This is an optimization exercise on Yosys and OpenROAD, whose aim is small area, a short achievable clock period and few clock cycles, not a production implementation. Function was checked by simulation only, so behaviour that the tests miss may differ from the original. Power and IR drop assume default switching activity.

<file path="flow/standard.sh">
#!/bin/bash
# synth_recipe.tcl (not shown) runs the flow's synth.tcl, then flattens the netlist and writes it again
# the make line also repeats each setting of config.mk as NAME=value (left out here)
make -C /OpenROAD-flow-scripts/flow DESIGN_CONFIG=/design/flow/config.mk WORK_HOME=/design/flow/orfs CLKGATE_MAP_FILE= SYNTH_SCRIPT=/design/flow/synth_recipe.tcl "${@:-finish}"
</file>
<file path="flow/design.v">
module pcnext (
    input      [12:2]  pc_lo,      
    input      [31:13] hi,         
    input      [31:13] hi_inc,     
    input      [31:13] hi_dec,     
    input      [31:0]  instr,      
    input              kill,       
    input      [31:2]  pc_other,   
    output     [31:2]  tgt,        
    output     [31:2]  pc_next
);
    wire s   = instr[31];
    wire jal = instr[6:2] == 5'b11011 && instr[19:12] == {8{s}};
    wire bbr = instr[6:2] == 5'b11000 && (instr[19:15] == instr[24:20] ? ~(instr[12] ^ instr[14]) : (s | instr[12]));
    wire [12:2] off = instr[3] ? {instr[12], instr[20], instr[30:22]}
                               : {s, instr[7], instr[30:25], instr[11:9]};
    wire [11:0] lo  = {1'b0, pc_lo} + {1'b0, off};
    wire        c   = lo[11];
    wire [31:13] up = s ? (c ? hi : hi_dec) : (c ? hi_inc : hi);
    assign tgt     = {up, lo[10:0]};
    assign pc_next = ((jal | bbr) & ~kill) ? tgt : pc_other;
endmodule
module riscv(
    input            clk,
    input            rst_n,
    input    [31:0]  Instr,
    input    [31:0]  ReadData,
    output   [31:0]  PC,
    output           MemWriteEn,
    output   [31:0]  MemDataAdr,
    output   [31:0]  WriteData
);
    reg  [31:2] pc_f;
    reg         d_valid;
    reg  [31:0] d_instr;
    reg  [31:2] d_pc;
    reg         e_valid, e_kill, e_wen, e_br, e_jalr, e_load, e_store;
    reg         e_alu, e_xsel, e_sub, e_sra, e_pred, e_fa, e_fb, e_fsd;
    reg  [2:0]  e_f3;
    reg  [4:0]  e_rd;
    reg  [31:0] e_a, e_b, e_sd;
    reg  [31:2] e_x;         
    reg         m_wen, m_load, m_store;
    reg  [4:0]  m_rd;
    reg  [31:0] m_res, m_adr, m_sd;
    wire [31:0] wb_data = m_load ? ReadData : m_res;
    assign MemDataAdr = m_adr;
    assign WriteData  = m_sd;
    assign MemWriteEn = m_store;
    assign PC         = {pc_f, 2'b00};
    wire ev    = e_valid & ~e_kill;
    wire e_wr  = e_wen   & ~e_kill;
    wire [31:0] i   = d_instr;
    wire [4:0]  op  = i[6:2];
    wire [2:0]  f3  = i[14:12];
    wire [4:0]  rd  = i[11:7];
    wire [4:0]  rs1 = i[19:15];
    wire [4:0]  rs2 = i[24:20];
    wire is_lui   = op == 5'b01101;
    wire is_auipc = op == 5'b00101;
    wire is_jal   = op == 5'b11011;
    wire is_jalr  = op == 5'b11001;
    wire is_br    = op == 5'b11000;
    wire is_load  = op == 5'b00000;
    wire is_store = op == 5'b01000;
    wire is_alui  = op == 5'b00100;
    wire is_alur  = op == 5'b01100;
    wire use_rs1  = is_jalr | is_br | is_load | is_store | is_alui | is_alur;
    wire use_rs2  = is_br | is_store | is_alur;
    wire wr_rd    = (is_lui | is_auipc | is_jal | is_jalr | is_load | is_alui | is_alur) && rd != 5'd0;
    wire [31:0] imm_i = {{20{i[31]}}, i[31:20]};
    wire [31:0] imm_s = {{20{i[31]}}, i[31:25], i[11:7]};
    wire [31:2] imm_b = {{20{i[31]}}, i[7], i[30:25], i[11:9]};
    wire [31:2] imm_j = {{12{i[31]}}, i[19:12], i[20], i[30:22]};
    wire jalr_fast = is_jalr & e_wr & e_xsel & (rs1 == e_rd);
    wire        jal_long = is_jal && i[19:12] != {8{i[31]}};
    wire [31:2] jalr_tgt = (jalr_fast ? e_x : d_pc) +
                           (is_jal ? imm_j : is_br ? imm_b : is_auipc ? {i[31:12], 10'd0} : imm_i[31:2]);
    wire [31:2] d_pc4    = d_pc + 30'd1;
    wire        d_pred = is_br & (rs1 == rs2 ? ~(i[12] ^ i[14]) : (i[31] | i[12]));
    wire        d_sub  = is_alur & f3 == 3'b000 & i[30];
    reg  [31:0] rf [1:31];
    reg  [31:1] rf_v;
    reg  [31:0] rf1, rf2;
    integer n;
    always @(posedge clk)
        if (m_wen) rf[m_rd] <= wb_data;
    always @(posedge clk or negedge rst_n)
        if (!rst_n) rf_v <= 31'd0;
        else if (m_wen) rf_v[m_rd] <= 1'b1;
    always @(*) begin
        rf1 = 32'd0;
        rf2 = 32'd0;
        for (n = 1; n < 32; n = n + 1) begin
            rf1 = rf1 | ({32{rs1 == n && rf_v[n]}} & rf[n]);
            rf2 = rf2 | ({32{rs2 == n && rf_v[n]}} & rf[n]);
        end
    end
    wire [31:0] rs1v = (m_wen && m_rd == rs1) ? wb_data : rf1;
    wire [31:0] rs2v = (m_wen && m_rd == rs2) ? wb_data : rf2;
    wire stall = d_valid & e_load & e_wr &
                 ((use_rs1 && rs1 == e_rd) || (use_rs2 && rs2 == e_rd));
    wire [31:0] A  = e_fa  ? m_res : e_a;
    wire [31:0] B  = e_fb  ? m_res : e_b;
    wire [31:0] SD = e_fsd ? m_res : e_sd;
    wire [33:0] sum2 = {1'b0, A, e_sub} + {1'b0, B ^ {32{e_sub}}, e_sub};    
    wire [31:0] sum  = sum2[32:1];
    wire [31:0] x   = A ^ B;
    wire        eq  = A == B;
    wire        ltu = A < B;
    wire        lt  = $signed(A) < $signed(B);
    wire        shl = ~e_f3[2];
    reg  [31:0] sh_in_r, sh_out_r;
    integer k;
    always @(*) for (k = 0; k < 32; k = k + 1) sh_in_r[k] = A[31-k];
    wire [31:0] sh_in  = shl ? sh_in_r : A;
    wire [31:0] sh_out = $signed({e_sra & A[31], sh_in}) >>> B[4:0];
    always @(*) for (k = 0; k < 32; k = k + 1) sh_out_r[k] = sh_out[31-k];
    wire [31:0] shres = shl ? sh_out_r : sh_out;
    reg  [31:0] alu;
    always @(*) begin
        case (e_f3)
            3'b000:  alu = sum;
            3'b010:  alu = {31'd0, lt};
            3'b011:  alu = {31'd0, ltu};
            3'b100:  alu = x;
            3'b110:  alu = A | B;
            3'b111:  alu = A & B;
            default: alu = shres;
        endcase
    end
    wire [31:0] e_res = e_xsel ? {e_x, 2'b00} : e_alu ? alu : sum;
    wire taken = e_f3[2] ? ((e_f3[1] ? ltu : lt) ^ e_f3[0]) : (eq ^ e_f3[0]);
    wire e_redirect = ev & (e_jalr | (e_br & (taken != e_pred)));
    wire [31:2] e_tgt = e_jalr ? sum[31:2] : e_x;
    wire d_redirect = d_valid & ~stall & (jalr_fast | jal_long);
    wire [31:2] f_pc4 = pc_f + 30'd1;
    wire [31:2] pc_other = stall ? d_pc : d_redirect ? jalr_tgt : f_pc4;
    wire [31:2] f_tgt, pc_fd;
    wire [31:13] hi_inc = pc_f[31:13] + 19'd1;
    wire [31:13] hi_dec = pc_f[31:13] - 19'd1;
    pcnext u_pcn (
        .pc_lo (pc_f[12:2]), .hi (pc_f[31:13]), .hi_inc (hi_inc), .hi_dec (hi_dec),
        .instr (Instr), .kill (stall | d_redirect),
        .pc_other (pc_other), .tgt (f_tgt), .pc_next (pc_fd)
    );
    wire [31:2] pc_next = e_redirect ? e_tgt : pc_fd;
    always @(posedge clk or negedge rst_n) begin
        if (!rst_n) begin
            pc_f    <= 30'd0;
            d_valid <= 1'b0;
        end else begin
            pc_f    <= pc_next;
            d_valid <= ~(e_redirect | stall | d_redirect);
        end
    end
    always @(posedge clk) begin
        d_instr <= Instr;
        d_pc    <= pc_f;
    end
    wire d_go = d_valid & ~stall;
    always @(posedge clk or negedge rst_n) begin
        if (!rst_n) begin
            e_valid <= 1'b0; e_kill <= 1'b0; e_wen <= 1'b0; e_br <= 1'b0; e_jalr <= 1'b0;
            e_load  <= 1'b0; e_store <= 1'b0;
        end else begin
            e_valid <= d_go;
            e_kill  <= e_redirect;
            e_wen   <= d_go & wr_rd;
            e_br    <= d_go & is_br;
            e_jalr  <= d_go & is_jalr & ~jalr_fast;
            e_load  <= d_go & is_load;
            e_store <= d_go & is_store;
        end
    end
    always @(posedge clk) begin
        e_alu  <= is_alui | is_alur;
        e_xsel <= is_lui | is_auipc | is_jal | is_jalr;
        e_sub  <= d_sub;
        e_sra  <= i[30];
        e_pred <= d_pred;
        e_f3   <= f3;
        e_rd   <= rd;
        e_a    <= rs1v;
        e_b    <= (is_alur | is_br) ? rs2v : is_store ? imm_s : imm_i;
        e_sd   <= rs2v;
        e_x    <= is_lui ? {i[31:12], 10'd0} : (is_auipc | (is_br & ~d_pred)) ? jalr_tgt : d_pc4;
        e_fa   <= e_wr && use_rs1 && rs1 == e_rd;
        e_fb   <= e_wr && (is_alur | is_br) && rs2 == e_rd;
        e_fsd  <= e_wr && is_store && rs2 == e_rd;
    end
    always @(posedge clk or negedge rst_n) begin
        if (!rst_n) begin
            m_wen   <= 1'b0;
            m_store <= 1'b0;
        end else begin
            m_wen   <= e_wr;
            m_store <= e_store & ~e_kill;
        end
    end
    always @(posedge clk) begin
        m_load <= e_load;
        m_rd   <= e_rd;
        m_res  <= e_res;
        m_adr  <= sum;
        m_sd   <= SD;
    end
endmodule
</file>
<file path="flow/flow/margin.txt">
11.5
</file>
<file path="flow/constraint.sdc">
create_clock -name core_clock -period 16.0 [get_ports {clk}]
set_input_delay 3.2000 -clock core_clock [delete_from_list [all_inputs] [get_ports {clk}]]
set_output_delay 3.2000 -clock core_clock [all_outputs]
set_load 0.01 [all_outputs]
</file>
<file path="flow/flow/tns.txt">
100
</file>
<file path="flow/config.mk">
export PLATFORM = sky130hd
export DESIGN_NAME = riscv
export DESIGN_NICKNAME = riscv
export VERILOG_FILES = /design/flow/design.v
export SDC_FILE = /design/flow/constraint.sdc
export NUM_CORES = 4
export LEC_CHECK = 0
export CAP_MARGIN = 20
export CORE_MARGIN = 2
export CORE_UTILIZATION = 50
export CTS_BUF_LIST = sky130_fd_sc_hd__clkbuf_16
export CTS_CLUSTER_DIAMETER = 80
export CTS_CLUSTER_SIZE = 25
export SLEW_MARGIN = 20
export SYNTH_HIERARCHICAL = 1
</file>
<file path="flow/flow/run.sh">
#!/bin/bash
set -euo pipefail
MARGIN=$(cat flow/margin.txt)
TNS=$(cat flow/tns.txt)
bash standard.sh SETUP_SLACK_MARGIN=$MARGIN TNS_END_PERCENT=$TNS \
  "BUFFER_PORTS_ARGS=-buffer_cell sky130_fd_sc_hd__buf_4" finish > make_finish.log 2>&1
</file>
==> flow_summary.json, run 1 <==
{
  "synth.area.mux_share": 0.0609,
  "synth_cell_type_count": 106,
  "period_minus_slack_ns": 5.02,
  "die-area_mm2": 0.139,
  "synth_xor_area_frac": 0.0288,
  "cts_hold_buffers": 0,
  "cts_buffers": 77,
  "grt_pass1_wl_mm": 430,
  "yosys_most_used_dff": "edfxtp_1",
  "power_density_mw_per_mm2": 131,
  "top_usage_layer": "met2",
  "drt-total-wl_mm": 318,
  "p_total_mw": 9.96,
  "wire_per_inst_um": 42.3,
  "syn_area_mm2": 0.0680,
  "grtUsageTotal": 0.440,
  "slew_headroom": 0.0856,
  "final_common_cell": "edfxtp_1",
  "core_mm2": 0.135,
  "die_h_um": 373,
  "holdWs_ns": 0.397,
  "hpwl_mm": 185,
  "final_cell_mix": "992 x edfxtp_1, 455 x a221oi_1, 449 x a22o_1, 347 x buf_4, 312 x nand2_1",
  "grt_use_met2": 0.647,
  "synth.ff_latch_count": 1367,
  "maxSlewViolCount": 0,
  "area_delta_synth_final_pct": 11.5,
  "crit_required_ns": 16.65,
  "cap_violations": 0,
  "fin_nets": 5926,
  "yosys.area_share.simple": 0.0803,
  "drive_above_1_share": 0.176,
  "via_per_inst": 7.69,
  "gr-total-overflow": 0,
  "start_kind": "primary input",
  "synth_seq_area_share": 0.553,
  "finClkSkew_ns": 0.0811,
  "path_clk_slew_ns": 0.09,
  "start_util": 0.503,
  "tns_ns": 0,
  "setup_viol": 0,
  "worstPathArrival_ns": 5.67,
  "rsz0062_at_grt": "yes",
  "critPathMaxFanout": 10,
  "synth_adder_area_share": 0.0348,
  "finalHoldViolCount": 0,
  "portBuffers": 158,
  "vias": 57800,
  "syn_inst": 5641,
  "cts.path.max_buffers": 3,
  "yosys_warnings": 7,
  "gr-usage-met1": 0.548,
  "fp.dieW_um": 373,
  "grt_pass1_vias": 53400,
  "synth_compound_area_frac": 0.203,
  "status": "finished clean",
  "worstSetupPathType": "in2reg",
  "met3_usage": 0.161,
  "drtAntennaViolNets": 0,
  "cts_root_buf": "clkbuf_16",
  "clk_latency_ns": 0.78,
  "dr.pass1.iters": 10,
  "antenna_found_initial": 21,
  "fmax_mhz": 199,
  "synth_top_family_by_area": "compound AO/OA/AOI/OAI gates",
  "period_share": 0.314,
  "synth-edff-count": 992,
  "drt_iter0_markers": 12000,
  "fp-row-count": 135,
  "drc": 0,
  "synth_area_per_cell_um2": 12.1,
  "htreeDepth": 3,
  "hold_path_class": "reg2reg",
  "grt_max_degree": 59,
  "ys_async_sr_fraction": 0.0519,
  "cts_tree": "yes",
  "irDropWorstVdd_mv": 0.0952,
  "gp_congestion": 0.979,
  "ios": 163,
  "cp-end-kind": "flip-flop",
  "p_leak_nw": 27.2,
  "clock-sinks": 1367,
  "tightest_slew_ns": 1.36
}
[per-module statistics from Yosys, one instance, submodules excluded]
module	cells inside	copies in the design	area (µm²)
riscv	5373	1	66000
pcnext	268	1	2010
[path summary, 6_finish.rpt]
kind,start,to,slack (ns),cells after the start
max in group asynchronous,rst_n,pc_f[18]$_DFF_PN0_,12.47,2
hold / removal,e_rd[3]$_DFF_P_,m_rd[3]$_DFF_P_,0.40,0
hold reg to reg,e_rd[3]$_DFF_P_,m_rd[3]$_DFF_P_,0.40,0
setup / recovery,Instr[31],pc_f[31]$_DFF_PN0_,10.98,14
setup reg to reg,d_instr[19]$_DFF_P_,pc_f[30]$_DFF_PN0_,11.10,21
min in group asynchronous,rst_n,rf_v[19]$_DFFE_PN0P_,2.30,1
[logic make-up (layout without fill, tap and decap cells)]
family	count (synthesis)	count (layout)
XOR/XNOR	224	224
adder cells (fa/ha/maj)	188	188
AO/OA/AOI/OAI	1775	1776
multiplexers	340	340
flip-flops	1367	1367
buffers and inverters	632	711
other	1	13
AND/OR/NAND/NOR	1114	1114
[registers in the layout, indices dropped and copies added, names as in the netlist, 31 cells and up]
register and cells:
m_res 32, e_sd 32, rf 992, rf_v 31
m_adr 32, e_a 32, e_b 32, m_sd 32
[Yosys cell counts (all sizes together), types with 154 or more instances]
library cell | instances | area (µm²)
edfxtp | 992 | 29800
a221oi | 457 | 4010
a22o | 449 | 3930
clkbuf | 365 | 1440
nand2 | 316 | 1190
dfxtp | 304 | 6090
a21oi | 282 | 1440
nor2 | 240 | 903
ha | 186 | 2330
mux2i | 176 | 1800
inv | 172 | 648
o21ai | 154 | 771
[final cells by class]
class                      instances  area (µm²)
fill                           11300       59500
sequential                      1367       37700
multi-input combinational       3644       29000
timing repair buffer             406        3490
tap                             1781        2230
clock buffer                      78        1950
inverter                         172         686
clock inverter                    51         656
timing repair inverter             4        35.0
antenna                           11        27.5
[layer usage]
layer,vias up,part of all wire,wire length [µm]
met2,5709,0.42,133000
met3,1648,0.15,47700
met5,-,0.00091,290
li1,22500,-,-
met1,27900,0.35,110000
met4,25,0.085,27000
[worst max-delay path, cell delays in order]
cell and delay, ns:
buf_16 0.12, clkinv_16 0.09, o21ai_4 0.26, ha_4 0.27, nand4_1 0.15, buf_4 0.14, buf_4 0.13, a211o_4 0.16
buf_12 0.14, a21oi_2 0.05, a311o_1 0.37, mux2_4 0.28, o22a_1 0.19, o21a_1 0.09
[through the flow]
step                      instances   util  setup WS (ns)  cell area, µm²
final                          7514  0.561          10.98           75800
after global routing           7503  0.560          10.93           75800
after CTS                      7482  0.556          11.03           75300
after detailed placement       7266  0.525           9.31           71100
after global placement         7266  0.525           9.33           71100
after floorplan                5642      -          10.32           68300
[report_power, final]
group / internal, mW / switching (mW) / total, mW
combinational: 1.11 / 1.79 / 2.90
clock: 1.02 / 1.32 / 2.34
sequential: 4.32 / 0.399 / 4.72
[repair_timing]
| action | in CTS | in global routing |
|---|---|---|
| cloned | 7 | 4 |
| pin swaps | 37 | 27 |
| hold endpoints to repair | 0 | 0 |
| resized for setup | 195 | 78 |
| buffers inserted | 80 | 17 |
| endpoints found under the setup margin | 171 | 244 |
Testbench counts, summed over its fixed seeds: cycles 83,013.
==> inputs of run 2 (changes only) <==
--- a/flow/design.v
+++ b/flow/design.v
@@ -12,12 +12,11 @@
     wire s   = instr[31];
     wire jal = instr[6:2] == 5'b11011 && instr[19:12] == {8{s}};
     wire bbr = instr[6:2] == 5'b11000 && (instr[19:15] == instr[24:20] ? ~(instr[12] ^ instr[14]) : (s | instr[12]));
-    wire [12:2] off = instr[3] ? {instr[12], instr[20], instr[30:22]}
-                               : {s, instr[7], instr[30:25], instr[11:9]};
-    wire [11:0] lo  = {1'b0, pc_lo} + {1'b0, off};
-    wire        c   = lo[11];
-    wire [31:13] up = s ? (c ? hi : hi_dec) : (c ? hi_inc : hi);
-    assign tgt     = {up, lo[10:0]};
+    wire [11:0] lo_j = {1'b0, pc_lo} + {1'b0, instr[12], instr[20], instr[30:22]};
+    wire [11:0] lo_b = {1'b0, pc_lo} + {1'b0, s, instr[7], instr[30:25], instr[11:9]};
+    wire [31:13] up_j = s ? (lo_j[11] ? hi : hi_dec) : (lo_j[11] ? hi_inc : hi);
+    wire [31:13] up_b = s ? (lo_b[11] ? hi : hi_dec) : (lo_b[11] ? hi_inc : hi);
+    assign tgt     = instr[3] ? {up_j, lo_j[10:0]} : {up_b, lo_b[10:0]};
     assign pc_next = ((jal | bbr) & ~kill) ? tgt : pc_other;
 endmodule
 module riscv(
==> flow/flow/margin.txt (replaced) <==
11.3
==> run 2 against run 1 <==
  * Still clean on timing, DRC and antenna
  * Synthesized cell count increased by 1.4%
  * Total power up 1.5%
  * Sequential share of layout area is 0.63 points lower
  * Worst setup slack better by 0.18 ns
  * Area after synthesis is 1.2% higher
  * Clock skew decreased by 0.026 ns
  * Fmax is 3.7% higher
  * Critical path type unchanged
  * Largest cell class unchanged
  * Highest routed layer unchanged
==> flow_summary.json, run 2 <==
{
  "status": "finished clean",
  "critPathMostFrequentCell": "mux2_4",
  "p_total_mw": 10.1,
  "fin_cells": 7571,
  "start_kind": "primary input",
  "power_density_mw_per_mm2": 132,
  "dr.pass1.iters": 11,
  "grt_pass1_wl_mm": 444,
  "tns_ns": 0,
  "worstReg2RegStart": "e_fb$_DFF_P_",
  "largest_register_ffs": 992,
  "worstSetupPathType": "in2reg",
  "irDropWorstVdd_mv": 0.101,
  "worstPathArrival_ns": 5.48,
  "cp_slowest_stage_delay_ns": 0.39,
  "fin_area_mm2": 0.0768,
  "start_util": 0.502,
  "worst_slack_ns": 11.15,
  "syn_area_mm2": 0.0688,
  "die-area_mm2": 0.141,
  "period_minus_slack_ns": 4.85,
  "tightest_slew_ns": 1.38,
  "final_util": 0.561,
  "largest-register": "rf",
  "finalHoldViolCount": 0,
  "clk_latency_ns": 0.77,
  "rsz0062_at_grt": "yes",
  "hold_depth": 0,
  "wire_per_inst_um": 43.5,
  "htreeDepth": 3,
  "cap_violations": 0,
  "p_leak_nw": 27.5,
  "ios": 163,
  "drtAntennaViolNets": 0,
  "antenna_found_initial": 15,
  "crit_required_ns": 16.64,
  "min_from": "e_rd[2]$_DFF_P_",
  "vias": 59100,
  "clock-sinks": 1367,
  "fin_nets": 5975,
  "critPathMaxFanout": 2,
  "holdWs_ns": 0.418,
  "synth_area_per_cell_um2": 12.0,
  "slowest_stage": "fa_2",
  "cts_root_buf": "clkbuf_16",
  "power_frac_comb": 0.290,
  "hpwl_mm": 192,
  "grtUsageTotal": 0.451,
  "drive_above_1_share": 0.175,
  "cp-end-kind": "flip-flop",
  "switchingPower_mw": 3.62,
  "setup_viol": 0,
  "grt_max_degree": 53,
  "slew_headroom": 0.0716,
  "die_h_um": 375,
  "swShare": 0.358,
  "gp_congestion": 1.02,
  "grt_pass1_vias": 55200,
  "placed_area_mm2": 0.0722,
  "hold_path_class": "reg2reg",
  "portBuffers": 158,
  "period_share": 0.303,
  "cts_buffers": 83,
  "final_common_cell": "edfxtp_1",
  "seq_power_share": 0.471,
  "syn_inst": 5719,
  "drc": 0,
  "cts.path.max_buffers": 3,
  "via_per_inst": 7.80,
  "yosys_warnings": 7,
  "dp.cells": 7345,
  "fp-row-count": 136,
  "area_delta_synth_final_pct": 11.6,
  "cts_tree": "yes",
  "finClkSkew_ns": 0.0553,
  "crit_start": "Instr[9]",
  "path_clk_slew_ns": 0.09,
  "final_cell_mix": "992 x edfxtp_1, 473 x a221oi_1, 455 x a22o_1, 336 x buf_4, 287 x dfxtp_1",
  "core_mm2": 0.137,
  "drt_iter0_markers": 12600,
  "gr-total-overflow": 0,
  "fmax_mhz": 206,
  "cts_hold_buffers": 0,
  "path_cells": "buf_8, ha_4, fa_2, a21oi_4, o211ai_1, a221o_1, xor2_1, mux2_4, mux2_4, mux2_4",
  "cellInternalPower_mw": 6.48,
  "fp.dieW_um": 375,
  "reg2regPathDepth": 13,
  "drt-total-wl_mm": 329,
  "maxSlewViolCount": 0,
  "place_ws_ns": 9.90,
  "pwr-share-clk": 0.239
}
## run 2: worst paths after layout
check                      slack, ns            endpoint
max in group asynchronous      12.54  pc_f[11]$_DFF_PN0_
min in group asynchronous       2.38  pc_f[26]$_DFF_PN0_
max reg2reg                    11.24  pc_f[19]$_DFF_PN0_
min                             0.42     m_rd[2]$_DFF_P_
min reg2reg                     0.42     m_rd[2]$_DFF_P_
max                            11.15  pc_f[12]$_DFF_PN0_
## run 2: per-layer routing
metal / global-route usage / vias to the layer above / routed length, µm
met5: 0.0199 / - / 510
met4: 0.336 / 27 / 32100
met3: 0.160 / 1801 / 47800
met2: 0.661 / 5776 / 138000
met1: 0.545 / 28700 / 111000
li1: - / 22800 / -
## run 2: worst max-delay path: cells and delay by family
kind,cells,cell delay (ns)
adder cells (fa/ha/maj),2,0.54
AO/OA/AOI/OAI,3,0.67
multiplexers,3,0.82
buffers and inverters,1,0.10
XOR/XNOR,1,0.15
## run 2: layout make-up
| class | instances | area, µm² |
|---|---|---|
| flip-flops and latches | 1367 | 37700 |
| well taps | 1794 | 2240 |
| fillers | 11400 | 60200 |
| repair buffers | 370 | 3180 |
| clock buffers | 85 | 2130 |
| inverters | 165 | 652 |
| diodes | 5 | 12.5 |
| clock inverters | 57 | 583 |
| repair inverters | 1 | 11.3 |
| multi-input cells | 3727 | 30200 |
## run 2: power by group through the flow
stage | Sequential, mW | Clock, mW | Combinational, mW
3_5_place_dp | 4.81 | 0 | 2.56
2_1_floorplan | 4.58 | 0 | 1.71
4_1_cts | 4.74 | 2.39 | 2.68
3_3_place_gp | 4.81 | 0 | 2.54
6_report | 4.76 | 2.42 | 2.93
5_1_grt | 4.77 | 2.51 | 3.08
## run 2: timing repair
item                                    4_1_cts  5_1_grt
hold endpoints to repair                      0        0
resized for setup                           120      105
endpoints found under the setup margin       96       47
gates cloned                                  7        7
buffers inserted                             22       41
pin swaps                                    12       33
Testbench counts of run 2, summed over its fixed seeds: cycles 83,013.
==> inputs of run 3 (changes only) <==
--- a/flow/config.mk
+++ b/flow/config.mk
@@ -7,7 +7,7 @@
 export LEC_CHECK = 0
 export CAP_MARGIN = 20
 export CORE_MARGIN = 2
-export CORE_UTILIZATION = 50
+export CORE_UTILIZATION = 55
 export CTS_BUF_LIST = sky130_fd_sc_hd__clkbuf_16
 export CTS_CLUSTER_DIAMETER = 80
 export CTS_CLUSTER_SIZE = 25
==> run 3 against run 2 <==
  * Design area down 0.20%
  * Register-to-register slack about the same
  * Worst hold slack worse by 0.013 ns
  * Synthesized cell count unchanged
  * Via count up 1.4%
  * Sequential share of layout area up 0.063 points
  * Core utilization up 5.8 points
  * Routed wire length down 0.67%
  * Die area down 9.0%
==> flow_summary.json, run 3 <==
{
  "status": "finished clean",
  "drive_above_1_share": 0.175,
  "cts_buffers": 74,
  "via_per_inst": 8.05,
  "htreeDepth": 3,
  "start_util": 0.555,
  "finalHoldViolCount": 0,
  "hpwl_mm": 192,
  "crit_start": "Instr[9]",
  "setup_viol": 0,
  "drt-total-wl_mm": 327,
  "portBuffers": 158,
  "fmax_mhz": 206,
  "start_kind": "primary input",
  "die-area_mm2": 0.128,
  "finClkSkew_ns": 0.0385,
  "largest-register": "rf",
  "p_leak_nw": 27.5,
  "path_depth": 10,
  "worstPathArrival_ns": 5.43,
  "power_density_mw_per_mm2": 131,
  "critPathMaxFanout": 2,
  "syn_inst": 5719,
  "clk_latency_ns": 0.71,
  "crit_required_ns": 16.58,
  "wire_per_inst_um": 43.9,
  "drtAntennaViolNets": 0,
  "grtUsageTotal": 0.494,
  "worstReg2RegStart": "e_fa$_DFF_P_",
  "critPathMostFrequentCell": "mux2_4",
  "syn_area_mm2": 0.0688,
  "nFillCells": 9801,
  "slowest_stage": "fa_2",
  "cellInternalPower_mw": 6.44,
  "maxSlewViolCount": 0,
  "period_minus_slack_ns": 4.85,
  "irDropWorstVdd_mv": 0.120,
  "cts.path.max_buffers": 3,
  "reg2regPathDepth": 14,
  "fp.dieW_um": 358,
  "crit_path_end": "pc_f[12]$_DFF_PN0_",
  "grt_pass1_wl_mm": 440,
  "drc": 0,
  "seq_power_share": 0.474,
  "worstSetupPathType": "in2reg",
  "fin_nets": 6009,
  "slew_headroom": 0.104,
  "clock-sinks": 1367,
  "hold_path_class": "reg2reg",
  "die_h_um": 358,
  "tns_ns": 0,
  "yosys_warnings": 7,
  "cap_violations": 0,
  "power_frac_comb": 0.304,
  "path_cells": "buf_8, ha_4, fa_2, a21oi_4, o211ai_1, a221o_1, xor2_1, mux2_4, mux2_4, mux2_4",
  "grt_max_degree": 51,
  "swShare": 0.359,
  "cp-end-kind": "flip-flop",
  "rr_endpoint": "pc_f[18]$_DFF_PN0_",
  "dr.pass1.iters": 11,
  "cp_slowest_stage_delay_ns": 0.37,
  "period_share": 0.303,
  "synth_area_per_cell_um2": 12.0,
  "holdWs_ns": 0.405,
  "cts_root_buf": "clkbuf_16",
  "gr-total-overflow": 0,
  "fp-row-count": 129,
  "area_delta_synth_final_pct": 11.3,
  "drt_iter0_markers": 13000,
  "pwr-share-clk": 0.222,
  "cts_tree": "yes",
  "ios": 163,
  "cp_num_buf_inv": 1,
  "path_clk_slew_ns": 0.10,
  "grt_pass1_vias": 54800,
  "final_cell_mix": "992 x edfxtp_1, 476 x a221oi_1, 455 x a22o_1, 369 x buf_4, 290 x dfxtp_1",
  "vias": 59900,
  "switchingPower_mw": 3.61,
  "rsz0062_at_grt": "yes",
  "largest_register_ffs": 992,
  "r2r_slack_ns": 11.24,
  "core_mm2": 0.124,
  "tightest_slew_ns": 1.34,
  "antenna_found_initial": 19,
  "cpLargestDelayFamily": "multiplexers",
  "final_common_cell": "edfxtp_1",
  "gp_congestion": 1.01
}
==> run 3: changes by cell type in the layout (fill, tap and decap cells not counted), sizes merged <==
cell	delta
buf	+42
diode	+8
nand3	+1
clkbuf	-9
clkinvlp	-2
bufbuf	+1
bufinv	-2
inv	+3
a21o	+1
clkinv	-13
==> run 3: area by class of cell <==
cell class / count / area (µm²) / share of cell area
sequential: 1367 / 37700 / 0.492
tap: 1637 / 2050 / 0.0267
clock buffer: 78 / 1950 / 0.0255
timing repair buffer: 411 / 3470 / 0.0453
antenna: 13 / 32.5 / 0.000424
multi-input combinational: 3729 / 30400 / 0.396
inverter: 165 / 653 / 0.00852
clock inverter: 43 / 402 / 0.00524
timing repair inverter: 1 / 11.3 / 0.000147
==> run 3: stage by stage <==
stage,cells,cell area (µm²),util,power [mW],setup slack [ns]
global placement,7198,72100,0.582,7.34,9.88
finish,7444,76600,0.618,10.0,11.15
global route,7431,76600,0.618,10.3,11.11
floorplan,5720,69300,-,6.29,10.69
detailed placement,7198,72100,0.582,7.37,9.88
CTS,7377,75600,0.610,9.69,11.20
==> run 3: worst reg2reg max path, stage by stage, from the launching register on <==
cell,delay (ns)
dfxtp_4,0.50
mux2i_1,0.88
inv_1,0.25
ha_1,0.25
nor2b_1,0.12
o21ai_0,0.22
a31oi_1,0.23
nor3_1,0.40
a21oi_1,0.13
a41oi_2,0.40
mux2i_4,0.31
nor2_1,0.07
buf_4,0.21
inv_6,0.26
mux2_1,0.39
==> run 3: worst min path at each step <==
stage | endpoint | depth (start not counted) | startpoint
after floorplan | e_rd[1]$_DFF_P_ | 0 | d_instr[8]$_DFF_P_
after global placement | m_load$_DFF_P_ | 0 | e_load$_DFF_PN0_
after detailed placement | m_load$_DFF_P_ | 0 | e_load$_DFF_PN0_
after CTS | m_rd[2]$_DFF_P_ | 0 | e_rd[2]$_DFF_P_
after global routing | m_rd[2]$_DFF_P_ | 0 | e_rd[2]$_DFF_P_
final | m_rd[3]$_DFF_P_ | 0 | e_rd[3]$_DFF_P_
==> run 3: per-layer routing <==
layer  global-route usage  vias up  wire, µm  part of all wire
met5              0.00185        -       126           0.00039
met4                0.343       18     29400             0.090
met3                0.194     1787     51900              0.16
met2                0.712     6119    135000              0.41
met1                0.609    29100    110000              0.34
li1                     -    22900         -                 -
==> run 3: timing repair <==
action / CTS / global route
buffers inserted: 47 / 49
cloned: 11 / 3
pin swaps: 32 / 60
setup endpoints to repair: 74 / 51
hold buffers: 0 / 0
gates resized for setup: 128 / 111
==> run 3: power groups by stage <==
stage	logic [mW]	clock network [mW]	registers [mW]
2_1_floorplan	1.71	0	4.58
3_5_place_dp	2.56	0	4.81
3_3_place_gp	2.54	0	4.81
6_report	3.06	2.23	4.76
4_1_cts	2.75	2.21	4.74
5_1_grt	3.19	2.33	4.77
==> inputs of run 4 (changes only) <==
==> flow/config.mk (replaced) <==
export PLATFORM = sky130hd
export DESIGN_NAME = riscv
export DESIGN_NICKNAME = riscv
export VERILOG_FILES = /design/flow/design.v
export SDC_FILE = /design/flow/constraint.sdc
export NUM_CORES = 4
export LEC_CHECK = 0
export CAP_MARGIN = 20
export CORE_MARGIN = 2
export CORE_UTILIZATION = 50
export CTS_BUF_LIST = sky130_fd_sc_hd__clkbuf_8
export SLEW_MARGIN = 20
export SYNTH_HIERARCHICAL = 1
==> run 4 against run 3 <==
  * Still clean
  * Fmax up 0.51%
  * Die area up 9.9%
  * Design area up 2.7%
  * Total power up 8.6%
  * Worst setup slack better by 0.024 ns
  * Area after synthesis unchanged
  * Global-route usage down 3.9 points
  * Clock skew up 0.026 ns
  * Combinational power about the same
  * Highest routed layer unchanged
  * Non-clock buffer count down 32
==> flow_summary.json, run 4 <==
{
  "status": "finished clean",
  "maxSlewViolCount": 0,
  "final_common_cell": "edfxtp_1",
  "hold_end": "m_rd[2]$_DFF_P_",
  "cap_violations": 0,
  "placed_area_mm2": 0.0722,
  "finClkSkew_ns": 0.0642,
  "worstSetupPathType": "reg2out",
  "tns_ns": 0,
  "hold_path_class": "reg2reg",
  "htreeDepth": 4,
  "fp.dieW_um": 375,
  "hpwl_mm": 192,
  "gr-usage-met1": 0.540,
  "finalHoldViolCount": 0,
  "syn_area_mm2": 0.0688,
  "largest_register_ffs": 992,
  "cts.path.max_buffers": 3,
  "rr_endpoint": "pc_f[19]$_DFF_PN0_",
  "cts_root_buf": "clkbuf_8",
  "syn_inst": 5719,
  "cts_tree": "yes",
  "irDropWorstVdd_mv": 0.0842,
  "portBuffers": 158,
  "vias": 60300,
  "drive_above_1_share": 0.199,
  "clk_latency_ns": 1.02,
  "fmax_mhz": 207,
  "slew_headroom": 0.0936,
  "reg2regPathDepth": 13,
  "largest-register": "rf",
  "cp_slowest_stage_delay_ns": 0.48,
  "multi_input_area_mm2": 0.0301,
  "slowest_stage": "dfrtp_2",
  "clock-sinks": 1367,
  "tightest_slew_ns": 1.35,
  "critPathMaxFanout": 2,
  "gp_congestion": 1.02,
  "grt_pass1_vias": 56600,
  "ios": 163,
  "drt_iter0_markers": 12200,
  "min_from": "e_rd[2]$_DFF_P_",
  "fin_nets": 6119,
  "start_kind": "flip-flop",
  "final_cell_mix": "992 x edfxtp_1, 480 x a221oi_1, 455 x a22o_1, 301 x buf_4, 264 x dfxtp_1",
  "period_share": 0.302,
  "cts_buffers": 222,
  "path_clk_slew_ns": 0.07,
  "seq_area_mm2": 0.0378,
  "cp-end-kind": "primary output",
  "gr-total-overflow": 0,
  "worstPathArrival_ns": 1.63,
  "top_usage_layer": "met2",
  "die_h_um": 375,
  "fin_area_mm2": 0.0787,
  "cts_hold_buffers": 0,
  "rsz0062_at_grt": "yes",
  "hold_depth": 0,
  "crit_required_ns": 12.80,
  "path_depth": 1,
  "die-area_mm2": 0.141,
  "grt_pass1_wl_mm": 448,
  "cp_num_buf_inv": 1,
  "yosys_warnings": 7,
  "drt-total-wl_mm": 331,
  "nFillCells": 11400,
  "drc": 0,
  "fp-row-count": 136,
  "path_cells": "buf_6",
  "synth_area_per_cell_um2": 12.0,
  "start_util": 0.502,
  "dr.pass1.iters": 12,
  "p_leak_nw": 28.8,
  "drtAntennaViolNets": 0,
  "grt_use_met2": 0.663,
  "cpLargestDelayFamily": "flip-flops",
  "antenna_found_initial": 19,
  "via_per_inst": 7.67,
  "setup_viol": 0,
  "area_delta_synth_final_pct": 14.3,
  "r2r_slack_ns": 11.20,
  "wire_per_inst_um": 42.1,
  "met3_usage": 0.176,
  "grtUsageTotal": 0.455,
  "grt_max_degree": 63,
  "period_minus_slack_ns": 4.83,
  "worstReg2RegStart": "e_fb$_DFF_P_",
  "core_mm2": 0.137,
  "power_density_mw_per_mm2": 139
}
[run 4: final cells by class]
type                    count  share of cell area
flip-flops and latches   1367               0.480
multi-input cells        3724               0.383
repair buffers            379              0.0418
clock buffers             236              0.0413
well taps                1794              0.0285
clock inverters           183              0.0170
inverters                 165             0.00811
diodes                     16            0.000509
[run 4: layer usage]
metal | part of all wire | up-vias | wire, µm
met2 | 0.42 | 6051 | 138000
li1 | - | 23200 | -
met3 | 0.15 | 1895 | 49300
met5 | 0.00094 | - | 311
met4 | 0.099 | 23 | 32900
met1 | 0.33 | 29100 | 111000
[run 4: stage by stage]
step | worst slack (ns) | cells | total power [mW] | util | hold slack [ns]
5_1_grt | 11.14 | 7849 | 11.2 | 0.574 | 0.417
6_report | 11.17 | 7864 | 10.9 | 0.574 | 0.410
2_1_floorplan | 10.69 | 5720 | 6.29 | - | 0.351
3_3_place_gp | 9.89 | 7344 | 7.35 | 0.527 | 0.382
3_5_place_dp | 9.90 | 7345 | 7.37 | 0.527 | 0.390
4_1_cts | 11.14 | 7815 | 10.7 | 0.569 | 0.413
[run 4: how the worst max path moves through the flow]
stage	start	to	slack (ns)
4_1_cts	pc_f[7]$_DFF_PN0_	PC[7]	11.14
3_5_place_dp	Instr[31]	pc_f[6]$_DFF_PN0_	9.90
3_3_place_gp	Instr[31]	pc_f[6]$_DFF_PN0_	9.89
2_1_floorplan	Instr[9]	pc_f[12]$_DFF_PN0_	10.69
5_1_grt	pc_f[5]$_DFF_PN0_	PC[5]	11.14
6_report	pc_f[5]$_DFF_PN0_	PC[5]	11.17
[run 4: repair_timing]
action                                 4_1_cts  5_1_grt
pin swaps                                   18       31
endpoints found under the hold margin        0        0
setup endpoints to repair                  129       73
cloned                                       4        3
buffers inserted                            47       29
gates resized for setup                    210       72
[run 4: report_power, final]
group	leakage [nW]	switching (mW)	internal, mW
sequential	12.4	0.374	4.32
combinational	13.8	1.89	1.13
clock	2.63	1.54	1.64
total	28.8	3.81	7.10
==> inputs of run 5 (changes only) <==
==> flow/flow/run.sh (replaced) <==
#!/bin/bash
set -euo pipefail
MARGIN=$(cat flow/margin.txt)
TNS=$(cat flow/tns.txt)
bash standard.sh SETUP_SLACK_MARGIN=$MARGIN TNS_END_PERCENT=$TNS \
  "BUFFER_PORTS_ARGS=-buffer_cell sky130_fd_sc_hd__buf_2" finish > make_finish.log 2>&1
--- a/flow/config.mk
+++ b/flow/config.mk
@@ -8,6 +8,8 @@
 export CAP_MARGIN = 20
 export CORE_MARGIN = 2
 export CORE_UTILIZATION = 50
-export CTS_BUF_LIST = sky130_fd_sc_hd__clkbuf_8
+export CTS_BUF_LIST = sky130_fd_sc_hd__clkbuf_16
+export CTS_CLUSTER_DIAMETER = 80
+export CTS_CLUSTER_SIZE = 25
 export SLEW_MARGIN = 20
 export SYNTH_HIERARCHICAL = 1
==> run 5 against run 4 <==
  * Total power decreased by 7.5%
  * Count of clock-buffer cells in the layout decreased by 152
  * Clock skew decreased by 0.021 ns
  * Critical path depth increased by 2
  * Routed wire length about the same
  * Fmax decreased by 1.6%
  * Critical path type is now in2reg
  * Highest routed layer unchanged
==> flow_summary.json, run 5 <==
{
  "gp_congestion": 1.02,
  "switchingPower_mw": 3.65,
  "dr.pass1.iters": 12,
  "portBuffers": 158,
  "power_density_mw_per_mm2": 131,
  "slew_headroom": 0.108,
  "start_kind": "primary input",
  "core_mm2": 0.137,
  "fin_nets": 6012,
  "worstReg2RegStart": "d_instr[4]$_DFF_P_",
  "worstPathArrival_ns": 5.18,
  "fp-row-count": 136,
  "hold_path_class": "reg2reg",
  "irDropWorstVdd_mv": 0.119,
  "seq_power_share": 0.470,
  "grt_pass1_vias": 55000,
  "antenna_found_initial": 13,
  "crit_start": "ReadData[3]",
  "swShare": 0.362,
  "path_clk_slew_ns": 0.10,
  "largest_register_ffs": 992,
  "syn_area_mm2": 0.0688,
  "grt_max_degree": 56,
  "place_ws_ns": 9.65,
  "ios": 163,
  "final_common_cell": "edfxtp_1",
  "cts_buffers": 80,
  "fmax_mhz": 204,
  "r2r_slack_ns": 11.29,
  "p_total_mw": 10.1,
  "vias": 59500,
  "pwr-share-clk": 0.235,
  "reg2regPathDepth": 16,
  "fin_area_mm2": 0.0768,
  "path_cells": "buf_2, mux2i_1, inv_1",
  "finClkSkew_ns": 0.0430,
  "area_delta_synth_final_pct": 11.6,
  "setup_viol": 0,
  "start_util": 0.502,
  "rsz0062_at_grt": "yes",
  "drtAntennaViolNets": 0,
  "cp-end-kind": "flip-flop",
  "gr-total-overflow": 0,
  "cts_root_buf": "clkbuf_16",
  "final_cell_mix": "992 x edfxtp_1, 474 x a221oi_1, 454 x a22o_1, 287 x dfxtp_1, 260 x nand2_1",
  "crit_required_ns": 16.28,
  "period_minus_slack_ns": 4.91,
  "synth_area_per_cell_um2": 12.0,
  "clock-sinks": 1367,
  "tightest_slew_ns": 1.30,
  "finalHoldViolCount": 0,
  "clk_latency_ns": 0.76,
  "slowest_stage": "mux2i_1",
  "largest-register": "rf",
  "cellInternalPower_mw": 6.44,
  "placed_area_mm2": 0.0718,
  "hpwl_mm": 193,
  "drt-total-wl_mm": 331,
  "grt_pass1_wl_mm": 443,
  "via_per_inst": 7.83,
  "htreeDepth": 3,
  "die_h_um": 375,
  "cap_violations": 0,
  "wire_per_inst_um": 43.4,
  "critPathMaxFanout": 31,
  "drt_iter0_markers": 12500,
  "power_frac_comb": 0.295,
  "drive_above_1_share": 0.182,
  "final_util": 0.561,
  "rr_endpoint": "pc_f[6]$_DFF_PN0_",
  "p_leak_nw": 27.5,
  "crit_path_end": "rf[2][3]$_DFFE_PP_",
  "worstSetupPathType": "in2reg",
  "drc": 0,
  "worst_slack_ns": 11.09,
  "cts.path.max_buffers": 3,
  "grtUsageTotal": 0.451,
  "cp_slowest_stage_delay_ns": 1.01,
  "status": "finished clean",
  "fp.dieW_um": 375,
  "syn_inst": 5719,
  "cts_tree": "yes",
  "tns_ns": 0,
  "period_share": 0.307,
  "die-area_mm2": 0.141,
  "yosys_warnings": 7,
  "maxSlewViolCount": 0
}
-- run 5: critical path: cells and delay by family --
kind     cells  cell delay, ns
buf+inv      2            0.95
mux          1            1.01
-- run 5: power groups by stage --
stage	clock network [mW]	registers, mW	logic (mW)
finish	2.38	4.74	2.97
global route	2.47	4.76	3.11
CTS	2.36	4.73	2.67
detailed placement	0	4.80	2.52
global placement	0	4.80	2.50
floorplan	0	4.58	1.71
-- run 5: final cells by class --
cell class / instances / area, µm²
timing repair inverter: 1 / 11.3
multi-input combinational: 3733 / 30500
inverter: 165 / 657
timing repair buffer: 404 / 2990
tap: 1794 / 2240
antenna: 9 / 22.5
clock inverter: 51 / 558
fill: 11400 / 60100
sequential: 1367 / 37700
clock buffer: 84 / 2100
-- run 5: per-layer routing --
layer  global-route usage  vias up  wire, µm
li1                     -    22900         -
met1                0.548    28800    112000
met2                0.657     6050    137000
met3                0.169     1733     50100
met4                0.329       16     31200
met5              0.00446        -       162
-- run 5: metrics by stage --
step                      cells  hold slack [ns]
after floorplan            5720            0.351
after global placement     7348            0.388
after detailed placement   7348            0.388
after CTS                  7550            0.405
after global routing       7599            0.419
final                      7608            0.408
-- run 5: worst min-delay path by stage --
stage | start | to | slack [ns] | cells after the start
6_report | e_rd[4]$_DFF_P_ | m_rd[4]$_DFF_P_ | 0.41 | 0
5_1_grt | e_rd[4]$_DFF_P_ | m_rd[4]$_DFF_P_ | 0.42 | 0
4_1_cts | e_rd[4]$_DFF_P_ | m_rd[4]$_DFF_P_ | 0.41 | 0
3_5_place_dp | e_rd[4]$_DFF_P_ | m_rd[4]$_DFF_P_ | 0.39 | 0
3_3_place_gp | e_rd[4]$_DFF_P_ | m_rd[4]$_DFF_P_ | 0.39 | 0
2_1_floorplan | d_instr[8]$_DFF_P_ | e_rd[1]$_DFF_P_ | 0.35 | 0
-- run 5: repair_timing --
item,CTS,global route
cloned,13,5
endpoints found under the hold margin,0,0
hold buffers,0,0
pin swaps,23,47
setup buffers,54,44
setup endpoints to repair,104,48
gates resized for setup,139,127

## what the ideal ports hide
Ports are ideal in the flow. The routed layouts listed here were re-timed in OpenROAD. Step 1 assumes that a clkbuf_16 drives the clock port and a buf_2 every other input. Step 2 times the ports against the registers' clock, not the clock port: input delays grow and output delays shrink by t, the midpoint of the rising clock arrivals with the driver on. Slacks: no drivers / after step 1 / after step 2; pairs: no drivers / after step 1.
| run | t, ns | setup slack, ns | cell pins on the clock port's net |
|---|---|---|---|
| run 1 | 0.817 | 10.976 / 10.807 / 9.990 | 1 |
| run 2 | 0.822 | 11.155 / 11.193 / 10.372 | 1 |
| run 3 | 0.773 | 11.147 / 11.183 / 10.410 | 1 |
| run 4 | 1.066 | 11.172 / 11.097 / 10.244 | 1 |
| run 5 | 0.821 | 11.093 / 11.155 / 10.334 | 1 |
After both steps setup and hold are still met in every run listed. The setup slack of run 1, which loses most, moves by -0.169 ns with the drivers and by -0.986 ns with both steps.
